Source: an optimization exercise on an open RTL-to-GDS flow (aim: small area). Production flows keep margins and buffers that such runs may drop. Power is estimated from default activity; no workload was simulated.

// accel
module accel #
( parameter HOST_ADDR_BITS = 8,
  parameter HOST_DATA_BITS = 32,
  parameter MEM_LEN_BITS = 8,
  parameter MEM_ADDR_BITS = 32,
  parameter MEM_DATA_BITS = 64
)
(
  input                         clock,
  input                         reset,
  input                         host_req_valid,
  input                         host_req_opcode,
  input    [HOST_ADDR_BITS-1:0] host_req_addr,
  input    [HOST_DATA_BITS-1:0] host_req_value,
  output                        host_req_deq,
  output                        host_resp_valid,
  output   [HOST_DATA_BITS-1:0] host_resp_bits,
  output                        mem_req_valid,
  output                        mem_req_opcode,
  output     [MEM_LEN_BITS-1:0] mem_req_len,
  output    [MEM_ADDR_BITS-1:0] mem_req_addr,
  output                        mem_wr_valid,
  output    [MEM_DATA_BITS-1:0] mem_wr_bits,
  input                         mem_rd_valid,
  input     [MEM_DATA_BITS-1:0] mem_rd_bits,
  output                        mem_rd_ready
);
  localparam ADDER_BITS = 8;
  logic                      launch;
  logic                      finish;
  logic [HOST_DATA_BITS-1:0] cycles;
  logic [HOST_DATA_BITS-1:0] length;
  logic [HOST_DATA_BITS-1:0] a_addr;
  logic [HOST_DATA_BITS-1:0] b_addr;
  logic [HOST_DATA_BITS-1:0] c_addr;
  logic                      rd_fire;
  logic                      rd_first;
  logic     [ADDER_BITS-1:0] c_data;
  csr #
  (
    .HOST_ADDR_BITS(HOST_ADDR_BITS),
    .HOST_DATA_BITS(HOST_DATA_BITS)
  )
  c
  (
    .clock           (clock),
    .reset           (reset),
    .host_req_valid  (host_req_valid),
    .host_req_opcode (host_req_opcode),
    .host_req_addr   (host_req_addr),
    .host_req_value  (host_req_value),
    .host_req_deq    (host_req_deq),
    .host_resp_valid (host_resp_valid),
    .host_resp_bits  (host_resp_bits),
    .launch          (launch),
    .finish          (finish),
  ...
Size in the first run: ~310 flip-flops, ~15,000 sq um of cells after synthesis.
==> module mmu, before the edit <==
module mmu #
(
  parameter MEM_LEN_BITS = 8,
  parameter MEM_ADDR_BITS = 32,
  parameter HOST_DATA_BITS = 32
)
(
  input                         clock,
  input                         reset,
  output                        mem_req_valid,
  output                        mem_req_opcode,
  output     [MEM_LEN_BITS-1:0] mem_req_len,
  output    [MEM_ADDR_BITS-1:0] mem_req_addr,
  output                        mem_wr_valid,
  input                         mem_rd_valid,
  output                        mem_rd_ready,
  input                         launch,
  output                        finish,
  output   [HOST_DATA_BITS-1:0] cycles,
  input    [HOST_DATA_BITS-1:0] length,
  input    [HOST_DATA_BITS-1:0] a_addr,
  input    [HOST_DATA_BITS-1:0] b_addr,
  input    [HOST_DATA_BITS-1:0] c_addr,
  output                        rd_fire,
  output                        rd_first
);
  typedef enum logic [2:0] {IDLE   = 3'b000,
                            REQ_A  = 3'b001,
                            DATA_A = 3'b010,
                            REQ_B  = 3'b011,
                            DATA_B = 3'b110,
                            REQ_C  = 3'b101,
                            DATA_C = 3'b111,
                            FIN    = 3'b100} state_t;
  state_t nstate, cstate;
  logic [HOST_DATA_BITS-1:0] cnt;
  logic [HOST_DATA_BITS-1:0] cnt_inc;
  logic [HOST_DATA_BITS-1:0] cyc;
  logic                      last;
  assign cnt_inc = cnt + 1'b1;
  assign last = cnt_inc == length;
  always_ff @(posedge clock)
    if (reset)
      cstate <= IDLE;
    else
      cstate <= nstate;
  always_comb begin
    nstate = cstate;
    case (cstate)
      IDLE:   if (launch) nstate = REQ_A;
      REQ_A:  nstate = DATA_A;
      DATA_A: if (mem_rd_valid) nstate = REQ_B;
      REQ_B:  nstate = DATA_B;
      DATA_B: if (mem_rd_valid) nstate = REQ_C;
      REQ_C:  nstate = DATA_C;
      DATA_C: if (last) nstate = FIN; else nstate = REQ_A;
      FIN:    nstate = IDLE;
      default: ;
    endcase
  end
  always_ff @(posedge clock)
    if (reset | cstate == IDLE | cstate == FIN)
      cnt <= '0;
    else if (cstate == DATA_C)
      cnt <= cnt_inc;
  always_ff @(posedge clock)
    if (reset | cstate == IDLE)
      cyc <= '1;
    else
      cyc <= cyc + 1'b1;
  assign cycles = cyc;
  assign finish = cstate == FIN;
  localparam H = HOST_DATA_BITS / 2;
  logic                      nxt_b, nxt_c, nxt_inc;
  logic [HOST_DATA_BITS-1:0] base;
  logic                      lo_carry;
  logic              [H-1:0] lo_sum;
  logic [HOST_DATA_BITS-1:H] hi_sum;
  logic                      carry_q;
  logic [HOST_DATA_BITS-1:0] raddr;
  assign nxt_b = (cstate == REQ_A) | (cstate == DATA_A);
  assign nxt_c = (cstate == REQ_B) | (cstate == DATA_B);
  assign nxt_inc = (cstate == REQ_C) | (cstate == DATA_C);
  assign base = nxt_b ? b_addr : nxt_c ? c_addr : a_addr;
  logic [HOST_DATA_BITS:0] cy;
  logic [HOST_DATA_BITS-1:0] sum;
  always_comb begin
    cy[0] = nxt_inc;
    for (int i = 0; i < HOST_DATA_BITS; i++) begin
      sum[i] = base[i] ^ cnt[i] ^ ((i == H) ? carry_q : cy[i]);
      cy[i+1] = (base[i] & cnt[i]) | (((i == H) ? carry_q : cy[i]) & (base[i] ^ cnt[i]));
    end
  end
  assign lo_carry = cy[H];
  assign lo_sum = sum[H-1:0];
  assign hi_sum = sum[HOST_DATA_BITS-1:H];
  always_ff @(posedge clock) begin
    carry_q <= lo_carry;
    raddr <= {hi_sum, lo_sum};
  end
  assign mem_req_valid = (cstate == REQ_A) | (cstate == REQ_B) | (cstate == REQ_C);
  assign mem_req_opcode = cstate == REQ_C;
  assign mem_req_len = 'd0;
  assign mem_req_addr = raddr;
  assign mem_rd_ready = (cstate == DATA_A) | (cstate == DATA_B);
  assign mem_wr_valid = cstate == DATA_C;
  assign rd_fire = mem_rd_ready & mem_rd_valid;
  assign rd_first = cstate == DATA_A;
endmodule
make LEC_CHECK=0 CAP_MARGIN=20 CORE_MARGIN=2 CORE_UTILIZATION=40 SLEW_MARGIN=20 finish   # period 5.0 ns
run.sh (not shown) runs the stock make flow with config.mk's settings and CLKGATE_MAP_FILE= SYNTH_SCRIPT=/design/flow/synth_recipe.tcl, a recipe that flattens the netlist after the stock synthesis.
The starting point produced a layout that fails on setup timing.
Edit:
--- a/flow/design.v
+++ b/flow/design.v
@@ -152,7 +152,7 @@
     endcase
   end
   always_ff @(posedge clock)
-    if (reset | cstate == IDLE | cstate == FIN)
+    if (reset | cstate == IDLE)
       cnt <= '0;
     else if (cstate == DATA_C)
       cnt <= cnt_inc;
@@ -163,38 +163,33 @@
       cyc <= cyc + 1'b1;
   assign cycles = cyc;
   assign finish = cstate == FIN;
-  localparam H = HOST_DATA_BITS / 2;
-  logic                      nxt_b, nxt_c, nxt_inc;
   logic [HOST_DATA_BITS-1:0] base;
-  logic                      lo_carry;
-  logic              [H-1:0] lo_sum;
-  logic [HOST_DATA_BITS-1:H] hi_sum;
-  logic                      carry_q;
-  logic [HOST_DATA_BITS-1:0] raddr;
-  assign nxt_b = (cstate == REQ_A) | (cstate == DATA_A);
-  assign nxt_c = (cstate == REQ_B) | (cstate == DATA_B);
-  assign nxt_inc = (cstate == REQ_C) | (cstate == DATA_C);
-  assign base = nxt_b ? b_addr : nxt_c ? c_addr : a_addr;
-  logic [HOST_DATA_BITS:0] cy;
-  logic [HOST_DATA_BITS-1:0] sum;
-  always_comb begin
-    cy[0] = nxt_inc;
-    for (int i = 0; i < HOST_DATA_BITS; i++) begin
-      sum[i] = base[i] ^ cnt[i] ^ ((i == H) ? carry_q : cy[i]);
-      cy[i+1] = (base[i] & cnt[i]) | (((i == H) ? carry_q : cy[i]) & (base[i] ^ cnt[i]));
-    end
-  end
-  assign lo_carry = cy[H];
-  assign lo_sum = sum[H-1:0];
-  assign hi_sum = sum[HOST_DATA_BITS-1:H];
-  always_ff @(posedge clock) begin
-    carry_q <= lo_carry;
-    raddr <= {hi_sum, lo_sum};
-  end
+  assign base = (cstate == REQ_A) ? a_addr
+              : (cstate == REQ_B) ? b_addr
+              : c_addr;
   assign mem_req_valid = (cstate == REQ_A) | (cstate == REQ_B) | (cstate == REQ_C);
   assign mem_req_opcode = cstate == REQ_C;
   assign mem_req_len = 'd0;
-  assign mem_req_addr = raddr;
+  logic [HOST_DATA_BITS-1:0] ap, ag, gg, pp;
+  always_comb begin
+    ap = base ^ cnt;
+    ag = base & cnt;
+    gg = ag;
+    pp = ap;
+    for (int l = 0; l < $clog2(HOST_DATA_BITS); l++)
+      for (int i = 0; i < HOST_DATA_BITS; i++)
+        if ((i % (2 << l)) == (2 << l) - 1) begin
+          gg[i] = gg[i] | (pp[i] & gg[i - (1 << l)]);
+          pp[i] = pp[i] & pp[i - (1 << l)];
+        end
+    for (int l = $clog2(HOST_DATA_BITS) - 2; l >= 0; l--)
+      for (int i = 0; i < HOST_DATA_BITS; i++)
+        if (i >= (2 << l) && (i % (2 << l)) == (1 << l) - 1) begin
+          gg[i] = gg[i] | (pp[i] & gg[i - (1 << l)]);
+          pp[i] = pp[i] & pp[i - (1 << l)];
+        end
+  end
+  assign mem_req_addr = ap ^ {gg[HOST_DATA_BITS-2:0], 1'b0};
   assign mem_rd_ready = (cstate == DATA_A) | (cstate == DATA_B);
   assign mem_wr_valid = cstate == DATA_C;
   assign rd_fire = mem_rd_ready & mem_rd_valid;
What happened:
- The changed run finished but fails on setup timing
- non-clock buffer count rises by 38
- area after synthesis decreases by 2.7%
- total power fell by 14%
- setup slack gains 1100 ps
- register-to-register slack gains 2900 ps
- sequential power is lower by 10%
- clock power drops by 20%
- cell count rises by 0.36%
- core utilization grows by 0.49 points
No functional check of the RTL was part of any run of this note.

[port drivers added, routing unchanged]
No port has a modelled driver above. Below, the same layouts with a new extraction and two added sets of constraints.
Step 1, drivers: a clkbuf_16 drives clock and a buf_2 each remaining input, both assumed.
Step 2, shift: input delay + t, output delay - t, t = (earliest + latest rising clock arrival at the registers) / 2. This alone moves slack from input paths to output paths.
Three values: ideal, step 1, step 2; two values: the first two.
run | t, ns | setup WS [ns] | clock arrival spread, ns
the first run | 0.570 | -1.720 / -1.720 / -1.720 | 0.023 / 0.023
the second run | 0.595 | -0.602 / -0.655 / -0.060 | 0.013 / 0.013
